This design comes from an exercise in tuning for small area and a short achievable clock period on the open sky130 flow, not from production work. Only simulation tests tie the RTL to the original design; equivalence was not proved. Power and IR drop assume default switching activity.

==> 07-05 <==
==> flow/design.v <==
module router (
    input logic clk,
    input logic rst_n,
    input logic [3:0]  req_i,
    input logic [31:0] data_n_i,
    input logic [31:0] data_s_i,
    input logic [31:0] data_e_i,
    input logic [31:0] data_w_i,
    input logic        yumi_i,
    output logic [31:0] data_o,
    output logic        valid_o,
    output logic        busy_o
);
    logic [31:0] buffer [0:63];
    logic [63:0] rsel;         
    logic [7:0]  wlo, whi;     
    logic [7:0]  wlo_g;        
    logic [6:0]  count;
    logic        empty;        
    logic full, write_en, read_en;
    logic [31:0] din, rdata;
    assign full     = count[6];
    assign write_en = (|req_i) && !full;
    assign read_en  = yumi_i && !empty;
    always_comb begin
        if (req_i[0])      din = data_n_i;
        else if (req_i[1]) din = data_s_i;
        else if (req_i[2]) din = data_e_i;
        else               din = data_w_i;
    end
    always_ff @(posedge clk) begin
        for (int h = 0; h < 8; h++)
            for (int l = 0; l < 8; l++)
                if (whi[h] && wlo_g[l]) buffer[8*h+l] <= din;
    end
    logic [31:0] grp_n [0:21];
    for (genvar k = 0; k < 21; k++) begin : g_grp
        router_rd_grp3 u_grp (.d0(buffer[3*k]), .d1(buffer[3*k+1]), .d2(buffer[3*k+2]),
                              .s0(rsel[3*k]), .s1(rsel[3*k+1]), .s2(rsel[3*k+2]),
                              .y_n(grp_n[k]));
    end
    assign grp_n[21] = ~({32{rsel[63]}} & buffer[63]);
    logic [31:0] or9 [0:7];
    logic [31:0] or18_n [0:3];
    for (genvar k = 0; k < 7; k++) begin : g_or9
        router_nand3 u_nand (.a(grp_n[3*k]), .b(grp_n[3*k+1]), .c(grp_n[3*k+2]), .y(or9[k]));
    end
    assign or9[7] = ~grp_n[21];
    for (genvar k = 0; k < 4; k++) begin : g_or18
        router_nor2 u_nor (.a(or9[2*k]), .b(or9[2*k+1]), .y(or18_n[k]));
    end
    router_nand4 u_nand_last (.a(or18_n[0]), .b(or18_n[1]), .c(or18_n[2]), .d(or18_n[3]), .y(rdata));
    always_ff @(posedge clk) data_o <= rdata;
    logic [6:0] count_next;
    always_comb begin
        if (write_en && !read_en)      count_next = count + 7'd1;
        else if (!write_en && read_en) count_next = count - 7'd1;
        else                           count_next = count;
    end
    logic [7:0] wlo_next;
    assign wlo_next = write_en ? {wlo[6:0], wlo[7]} : wlo;
    always_ff @(posedge clk or negedge rst_n) begin
        if (!rst_n) begin
            rsel    <= 64'd1;
            wlo     <= 8'd1;
            wlo_g   <= 8'd1;
            whi     <= 8'd1;
            count   <= 7'd0;
            empty   <= 1'b1;
            valid_o <= 1'b0;
            busy_o  <= 1'b0;
        end else begin
            valid_o <= read_en;
            busy_o  <= (count >= 7'd60);
            if (read_en) rsel <= {rsel[62:0], rsel[63]};
            wlo   <= wlo_next;
            wlo_g <= count_next[6] ? 8'd0 : wlo_next;
            if (write_en && wlo[7]) whi <= {whi[6:0], whi[7]};
            count <= count_next;
            empty <= (empty && !write_en) || (count == 7'd1 && read_en && !write_en);
        end
    end
endmodule
module router_rd_grp3 (
    input  logic [31:0] d0, d1, d2,
    input  logic        s0, s1, s2,
    output logic [31:0] y_n
);
    assign y_n = ~(({32{s0}} & d0) | ({32{s1}} & d1) | ({32{s2}} & d2));
endmodule
module router_nand3 (
    input  logic [31:0] a, b, c,
    output logic [31:0] y
);
    assign y = ~(a & b & c);
endmodule
module router_nand4 (
    input  logic [31:0] a, b, c, d,
    output logic [31:0] y
);
    assign y = ~(a & b & c & d);
endmodule
module router_nor2 (
    input  logic [31:0] a, b,
    output logic [31:0] y
);
    assign y = ~(a | b);
endmodule
==> flow/run.sh <==
#!/bin/bash
# synth_recipe.tcl (not shown) runs the flow's synth.tcl, then flattens the netlist and writes it again
# the make line also repeats each setting of config.mk as NAME=value (left out here)
make -C /OpenROAD-flow-scripts/flow DESIGN_CONFIG=/design/flow/config.mk WORK_HOME=/design/flow/orfs CLKGATE_MAP_FILE= SYNTH_SCRIPT=/design/flow/synth_recipe.tcl finish
==> flow/config.mk <==
export PLATFORM = sky130hd
export DESIGN_NAME = router
export DESIGN_NICKNAME = router
export VERILOG_FILES = /design/flow/design.v
export SDC_FILE = /design/flow/constraint.sdc
export NUM_CORES = 4
export LEC_CHECK = 0
export ABC_CLOCK_PERIOD_IN_PS = 2300
export CAP_MARGIN = 20
export CORE_MARGIN = 2
export CORE_UTILIZATION = 60
export CTS_CLUSTER_DIAMETER = 80
export CTS_CLUSTER_SIZE = 25
export PLACE_DENSITY = 0.7
export SETUP_SLACK_MARGIN = 2.7
export SLEW_MARGIN = 20
export SYNTH_HIERARCHICAL = 1
export SYNTH_MINIMUM_KEEP_SIZE = 0
export TNS_END_PERCENT = 100
==> flow/constraint.sdc <==
create_clock -name core_clock -period 5.0 [get_ports {clk}]
set_input_delay 1.0000 -clock core_clock [delete_from_list [all_inputs] [get_ports {clk}]]
set_output_delay 1.0000 -clock core_clock [all_outputs]
set_load 0.01 [all_outputs]
==> 04-27: changes against 07-05 <==
==> flow/design.v, changed modules only <==
module router (
    input logic clk,
    input logic rst_n,
    input logic [3:0]  req_i,
    input logic [31:0] data_n_i,
    input logic [31:0] data_s_i,
    input logic [31:0] data_e_i,
    input logic [31:0] data_w_i,
    input logic        yumi_i,
    output logic [31:0] data_o,
    output logic        valid_o,
    output logic        busy_o
);
    logic [31:0] buffer [0:63];
    logic [63:0] rsel;         
    logic [5:0]  write_ptr;
    logic [6:0]  count;
    logic        empty;        
    logic full, write_en, read_en;
    logic [31:0] din, rdata;
    assign full     = count[6];
    assign write_en = (|req_i) && !full;
    assign read_en  = yumi_i && !empty;
    always_comb begin
        if (req_i[0])      din = data_n_i;
        else if (req_i[1]) din = data_s_i;
        else if (req_i[2]) din = data_e_i;
        else               din = data_w_i;
    end
    always_ff @(posedge clk) begin
        if (!full) buffer[write_ptr] <= din;
    end
    logic [31:0] lvl0 [0:63];
    logic [31:0] lvl1 [0:15];
    logic [31:0] lvl2 [0:3];
    always_comb begin
        for (int i = 0; i < 64; i++) lvl0[i] = {32{rsel[i]}} & buffer[i];
        for (int i = 0; i < 16; i++) lvl1[i] = lvl0[4*i] | lvl0[4*i+1] | lvl0[4*i+2] | lvl0[4*i+3];
        for (int i = 0; i < 4; i++)  lvl2[i] = lvl1[4*i] | lvl1[4*i+1] | lvl1[4*i+2] | lvl1[4*i+3];
        rdata = lvl2[0] | lvl2[1] | lvl2[2] | lvl2[3];
    end
    always_ff @(posedge clk) data_o <= rdata;
    logic [6:0] count_next;
    always_comb begin
        if (write_en && !read_en)      count_next = count + 7'd1;
        else if (!write_en && read_en) count_next = count - 7'd1;
        else                           count_next = count;
    end
    always_ff @(posedge clk or negedge rst_n) begin
        if (!rst_n) begin
            rsel      <= 64'd1;
            write_ptr <= 6'd0;
            count     <= 7'd0;
            empty     <= 1'b1;
            valid_o   <= 1'b0;
            busy_o    <= 1'b0;
        end else begin
            valid_o <= read_en;
            busy_o  <= (count >= 7'd60);
            if (read_en)  rsel <= {rsel[62:0], rsel[63]};
            if (write_en) write_ptr <= write_ptr + 6'd1;
            count <= count_next;
            empty <= (count_next == 7'd0);
        end
    end
endmodule
// module router_rd_grp3 removed
// module router_nand3 removed
// module router_nand4 removed
// module router_nor2 removed
- CTS_CLUSTER_DIAMETER: 80 -> default
- CTS_CLUSTER_SIZE: 25 -> default
- SYNTH_HIERARCHICAL: 1 -> default
- SYNTH_MINIMUM_KEEP_SIZE: 0 -> default
==> 01-23: changes against 07-05 <==
==> flow/design.v, changed modules only <==
module router (
    input logic clk,
    input logic rst_n,
    input logic [3:0]  req_i,
    input logic [31:0] data_n_i,
    input logic [31:0] data_s_i,
    input logic [31:0] data_e_i,
    input logic [31:0] data_w_i,
    input logic        yumi_i,
    output logic [31:0] data_o,
    output logic        valid_o,
    output logic        busy_o
);
    logic [31:0] buffer [0:63];
    logic [63:0] rsel;         
    logic [7:0]  wlo, whi;     
    logic [7:0]  wlo_g;        
    logic [6:0]  count;
    logic        empty;        
    logic full, write_en, read_en;
    logic [31:0] din, rdata;
    assign full     = count[6];
    assign write_en = (|req_i) && !full;
    assign read_en  = yumi_i && !empty;
    always_comb begin
        if (req_i[0])      din = data_n_i;
        else if (req_i[1]) din = data_s_i;
        else if (req_i[2]) din = data_e_i;
        else               din = data_w_i;
    end
    always_ff @(posedge clk) begin
        for (int h = 0; h < 8; h++)
            for (int l = 0; l < 8; l++)
                if (whi[h] && wlo_g[l]) buffer[8*h+l] <= din;
    end
    logic [31:0] grp_n [0:21];
    for (genvar k = 0; k < 21; k++) begin : g_grp
        router_rd_grp3 u_grp (.d0(buffer[3*k]), .d1(buffer[3*k+1]), .d2(buffer[3*k+2]),
                              .s0(rsel[3*k]), .s1(rsel[3*k+1]), .s2(rsel[3*k+2]),
                              .y_n(grp_n[k]));
    end
    assign grp_n[21] = ~({32{rsel[63]}} & buffer[63]);
    logic [31:0] or9 [0:7];
    logic [31:0] or27_n [0:2];
    for (genvar k = 0; k < 7; k++) begin : g_or9
        router_nand3 u_nand (.a(grp_n[3*k]), .b(grp_n[3*k+1]), .c(grp_n[3*k+2]), .y(or9[k]));
    end
    assign or9[7] = ~grp_n[21];
    router_nor3 u_nor0 (.a(or9[0]), .b(or9[1]), .c(or9[2]), .y(or27_n[0]));
    router_nor3 u_nor1 (.a(or9[3]), .b(or9[4]), .c(or9[5]), .y(or27_n[1]));
    router_nor3 u_nor2 (.a(or9[6]), .b(or9[7]), .c(32'd0),  .y(or27_n[2]));
    router_nand3 u_nand_last (.a(or27_n[0]), .b(or27_n[1]), .c(or27_n[2]), .y(rdata));
    always_ff @(posedge clk) data_o <= rdata;
    logic [6:0] count_next;
    always_comb begin
        if (write_en && !read_en)      count_next = count + 7'd1;
        else if (!write_en && read_en) count_next = count - 7'd1;
        else                           count_next = count;
    end
    logic [7:0] wlo_next;
    assign wlo_next = write_en ? {wlo[6:0], wlo[7]} : wlo;
    always_ff @(posedge clk or negedge rst_n) begin
        if (!rst_n) begin
            rsel    <= 64'd1;
            wlo     <= 8'd1;
            wlo_g   <= 8'd1;
            whi     <= 8'd1;
            count   <= 7'd0;
            empty   <= 1'b1;
            valid_o <= 1'b0;
            busy_o  <= 1'b0;
        end else begin
            valid_o <= read_en;
            busy_o  <= (count >= 7'd60);
            if (read_en) rsel <= {rsel[62:0], rsel[63]};
            wlo   <= wlo_next;
            wlo_g <= count_next[6] ? 8'd0 : wlo_next;
            if (write_en && wlo[7]) whi <= {whi[6:0], whi[7]};
            count <= count_next;
            empty <= (count_next == 7'd0);
        end
    end
endmodule
module router_nor3 (
    input  logic [31:0] a, b, c,
    output logic [31:0] y
);
    assign y = ~(a | b | c);
endmodule
// module router_nand4 removed
// module router_nor2 removed
==> impl_results.md <==
- Clock-cell share: 3.35%
- Seq cells: 2178
- WL met2: 104 mm
- Post-synthesis cell area: 77900 um2
- WL final: 232 mm
- Syn Area/Cell: 20.2 um2
- Seq power: 20.2 mW
- Area growth syn-to-layout: 10.5%
- Via/cell ratio: 7.39
- Library cells used by synthesis: 41
- Worst r2r dst: data_o[28]
- Worst path cell trace: buf_4, a222oi_1, nand3_1, nor2_1, nand4_1
- R2R Path Start: rsel[22]
- CP arrival: 2910 ps
- Share of layout cells above drive strength 1: 16.8%
- Die Area: 133000 um2
- Status: complete, no violations
- Diode count: 3
the above is filed under 07-05

==> impl_results.md <==
- Status: complete, no violations
- Syn Area/Cell: 18.8 um2
- WL met2: 131 mm
- Via/cell ratio: 8.31
- Worst r2r dst: data_o[21]
- Seq power: 21.6 mW
- CP arrival: 1500 ps
- Worst path cell trace: buf_6
- Clock-cell share: 6.73%
- Seq cells: 2160
- Post-synthesis cell area: 77700 um2
- Share of layout cells above drive strength 1: 22.9%
the above is filed under 04-27

==> impl_results.md <==
- Status: complete, no violations
- Share of layout cells above drive strength 1: 18.3%
- WL met2: 108 mm
- Post-synthesis cell area: 78300 um2
- Library cells used by synthesis: 46
- WL final: 249 mm
- Via/cell ratio: 7.52
- Worst r2r dst: data_o[26]
- Clock-cell share: 3.44%
- Seq cells: 2178
- Syn Area/Cell: 19.8 um2
- Die Area: 133000 um2
- Worst path cell trace: buf_4, buf_4, a222oi_1, nand3_1, nor3_4, nand3_2
- R2R Path Start: rsel[8]
- Seq power: 20.2 mW
the above is filed under 01-23

[port drivers added, routing unchanged]
How much do the figures lean on ideal ports? The routed layouts below were timed once more, with nothing changed but the port constraints. Step 1, drivers: a clkbuf_16 drives clk and a buf_2 each remaining input, both assumed. Step 2 also shifts input and output timing later by t, the mid clock arrival at the registers, as if the neighbouring blocks saw the same clock. a / b / c = no drivers / after step 1 / after step 2; a / b = the first two.
| run | t (ns) | slack for setup (ns) | hold slack, ns | worst setup path at the end | pins driven straight from the clock port |
|---|---|---|---|---|---|
| 07-05 | 0.805 | 2.594 / 2.594 / 1.918 | 0.313 / 0.294 / 0.505 | input to register | 1 |
| 04-27 | 0.948 | 2.497 / 2.409 / 1.720 | 0.178 / 0.116 / 0.578 | input to register | 1 |
| 01-23 | 0.823 | 2.564 / 2.564 / 1.873 | 0.194 / 0.153 / 0.517 | input to register | 1 |
After both steps every run listed still meets setup and hold. The setup slack of 04-27, which loses most, moves by -0.088 ns with the drivers and by -0.777 ns with both steps.
